This is an optimization exercise on Yosys and OpenROAD, whose aim is small area and a short achievable clock period, not a production implementation. Only simulation tests tie the RTL to the original design; equivalence was not proved.

==> flow/design.v (excerpt) <==
module LSTM(clk, Of, En, Ci, Cip, In, Ui, Uf, Uk, Uo, Wi, Wk, Wf, Wo, Vo, Bi, Bo, Bf, Bk, PrevH, Cout, Hout);
Size in the first run: about 1,400 cells after synthesis, about 150 I/O pins, ~0.014 mm² of cells after synthesis.
clock: 45.0 ns
lec_check: 0
cap_margin: 20
core_margin: 2
core_utilization: 40
cts_buf_list: sky130_fd_sc_hd__clkbuf_8
cts_cluster_diameter: 200
cts_cluster_size: 30
slew_margin: 20
synth_hierarchical: 1
standard.sh (not shown) runs the stock make flow with config.mk's settings and CLKGATE_MAP_FILE= SYNTH_SCRIPT=/design/flow/synth_recipe.tcl, a recipe that flattens the netlist after the stock synthesis.
==> flow/flow/run.sh <==
#!/bin/bash
set -euo pipefail
export BUFFER_PORTS_ARGS="-buffer_cell sky130_fd_sc_hd__buf_1"
bash standard.sh > standard_flow.log 2>&1
The starting point finished with timing, DRC and antenna clean.
Next try:
==> flow/flow/run.sh (replaced) <==
#!/bin/bash
set -euo pipefail
export BUFFER_PORTS_ARGS="-buffer_cell sky130_fd_sc_hd__buf_1"
export SETUP_SLACK_MARGIN=20
export TNS_END_PERCENT=0
bash standard.sh > standard_flow.log 2>&1
Settings changed: CTS_CLUSTER_DIAMETER 200 to not set, CTS_CLUSTER_SIZE 30 to not set.
The changed run passed the timing, design-rule and antenna checks.
Routed wire length climbs by 7.7%.
Clock-buffer cell count is unchanged.
Final cell count grows by 1.9%.
Next try:
==> flow/flow/run.sh (replaced) <==
#!/bin/bash
set -euo pipefail
export BUFFER_PORTS_ARGS="-buffer_cell sky130_fd_sc_hd__buf_1"
bash standard.sh > standard_flow.log 2>&1
Worst hold slack degrades by 0.015 ns. Critical path depth fell by 2. Maximum frequency decreases by a few percent. Global-route usage shrinks by 1.4 points.
Next try:
==> flow/flow/run.sh (replaced) <==
#!/bin/bash
set -euo pipefail
export BUFFER_PORTS_ARGS="-buffer_cell sky130_fd_sc_hd__buf_1"
export RECOVER_POWER=100
bash standard.sh > standard_flow.log 2>&1
The changed run produced a layout that fails on capacitance limit, slew limit.
Cell count barely changes.
First-iteration DRC count rises slightly.
Die area stays the same.
Sequential cell count is unchanged.
Non-clock buffer count stays the same.
Clock-buffer cell count stays the same.
Critical path depth falls by 6.
Core utilization falls by 0.13 points.

LSTM again, from the RTL that the note above started with.
Settings: LEC_CHECK=0, CAP_MARGIN=0, CORE_MARGIN=2, CORE_UTILIZATION=40, CTS_BUF_LIST=sky130_fd_sc_hd__clkbuf_8, SLEW_MARGIN=0, SYNTH_HIERARCHICAL=1; clock period 45.0 ns.
==> flow/flow/run.sh <==
#!/bin/bash
set -euo pipefail
export BUFFER_PORTS_ARGS="-buffer_cell sky130_fd_sc_hd__buf_1"
bash standard.sh > standard_flow.log 2>&1
The starting point finished with timing, DRC and antenna clean.
Edit:
==> flow/flow/run.sh (replaced) <==
#!/bin/bash
set -euo pipefail
export BUFFER_PORTS_ARGS="-buffer_cell sky130_fd_sc_hd__buf_2"
export SETUP_SLACK_MARGIN=20
bash standard.sh > standard_flow.log 2>&1
Settings changed: CAP_MARGIN 0 to 20, CTS_BUF_LIST sky130_fd_sc_hd__clkbuf_8 to unset, SLEW_MARGIN 0 to 20.
The new run produced a clean layout. Cell area rises by a little under a tenth. Clock skew barely changes. Flip-flop and latch count does not change. Synthesized area stays the same. Sequential share of layout area falls by 0.24 points. Routed wire length rises by a few percent. Setup slack gets better by 0.64 ns. Count of clock-buffer cells in the layout stays the same. Final cell count rises slightly.
Edit:
==> flow/flow/run.sh (replaced) <==
#!/bin/bash
set -euo pipefail
export BUFFER_PORTS_ARGS="-buffer_cell sky130_fd_sc_hd__buf_1"
bash standard.sh > standard_flow.log 2>&1
Outcome:
- The new run completed without violations
- routed wire length shrinks by 4.3%
- die area stays the same
- global-route usage shrinks by 0.71 points
- maximum frequency shrinks by about 2.4%

## main
Starting RTL as in the previous note.
==> flow/config.mk <==
export PLATFORM = sky130hd
export DESIGN_NAME = LSTM
export DESIGN_NICKNAME = LSTM
export VERILOG_FILES = /design/flow/design.v
export SDC_FILE = /design/flow/constraint.sdc
export NUM_CORES = 4
export LEC_CHECK = 0
export CAP_MARGIN = 20
export CORE_MARGIN = 2
export CORE_UTILIZATION = 55
export CTS_BUF_LIST = sky130_fd_sc_hd__clkbuf_8
export SLEW_MARGIN = 20
export SYNTH_HIERARCHICAL = 1
==> flow/constraint.sdc <==
create_clock -name core_clock -period 45.0 [get_ports {clk}]
set_input_delay 9.0000 -clock core_clock [delete_from_list [all_inputs] [get_ports {clk}]]
set_output_delay 9.0000 -clock core_clock [all_outputs]
set_load 0.01 [all_outputs]
==> flow/flow/run.sh <==
#!/bin/bash
set -euo pipefail
export BUFFER_PORTS_ARGS="-buffer_cell sky130_fd_sc_hd__buf_1"
bash standard.sh > standard_flow.log 2>&1
In summary, main completed successfully, with a layout that passed the timing, design-rule and antenna checks.
#### Input delta (the feature branch over main)
- CORE_UTILIZATION changed from 55 to 40
- CTS_BUF_LIST removed (was sky130_fd_sc_hd__clkbuf_8)
==> flow/flow/run.sh <==
#!/bin/bash
set -euo pipefail
export BUFFER_PORTS_ARGS="-buffer_cell sky130_fd_sc_hd__buf_2"
bash standard.sh > standard_flow.log 2>&1
## What came out
[compare] base=main new=the feature branch: sequential share of layout area stayed essentially flat. Number of placed instances, taps included | the feature branch above main.

[separate check: timing with driven ports]
In the flow no input, the clock included, has a driving cell. The finished layouts below were timed again as built, in two steps. Step 1 sets driving cells, clkbuf_16 on the clock port and buf_2 on the other inputs (assumed; they add their load-dependent delay and slew). Step 2 times the ports against the registers' clock, not the clock port: input delays grow and output delays shrink by t, the midpoint of the rising clock arrivals with the driver on. Three values: no drivers, after step 1, after step 2; two values: the first two.
run | shift t [ns] | setup WS [ns] | worst setup path after step 2 | clock arrival spread, ns | cell pins on the clock port's net
the first run of note 1 | 0.298 | 19.071 / 19.044 / 19.044 | input to output | 0.006 / 0.006 | 1
the second run of note 1 | 0.298 | 19.649 / 19.625 / 19.625 | input to output | 0.004 / 0.004 | 1
the third run of note 1 | 0.298 | 19.071 / 19.044 / 19.044 | input to output | 0.006 / 0.006 | 1
the fourth run of note 1 | 0.298 | 17.989 / 17.967 / 17.967 | input to output | 0.005 / 0.005 | 1
the first run of note 2 | 0.298 | 19.071 / 19.044 / 19.044 | input to output | 0.006 / 0.006 | 1
the second run of note 2 | 0.287 | 19.706 / 19.648 / 19.648 | input to output | 0.003 / 0.003 | 1
the third run of note 2 | 0.288 | 19.075 / 19.047 / 19.047 | input to output | 0.003 / 0.003 | 1
main | 0.296 | 18.655 / 18.623 / 18.623 | input to output | 0.005 / 0.005 | 1
the feature branch | 0.292 | 18.870 / 18.849 / 18.849 | input to output | 0.004 / 0.005 | 1
The setup slack of the second run of note 2, which loses most, moves by -0.058 ns with the drivers and by -0.058 ns with both steps.
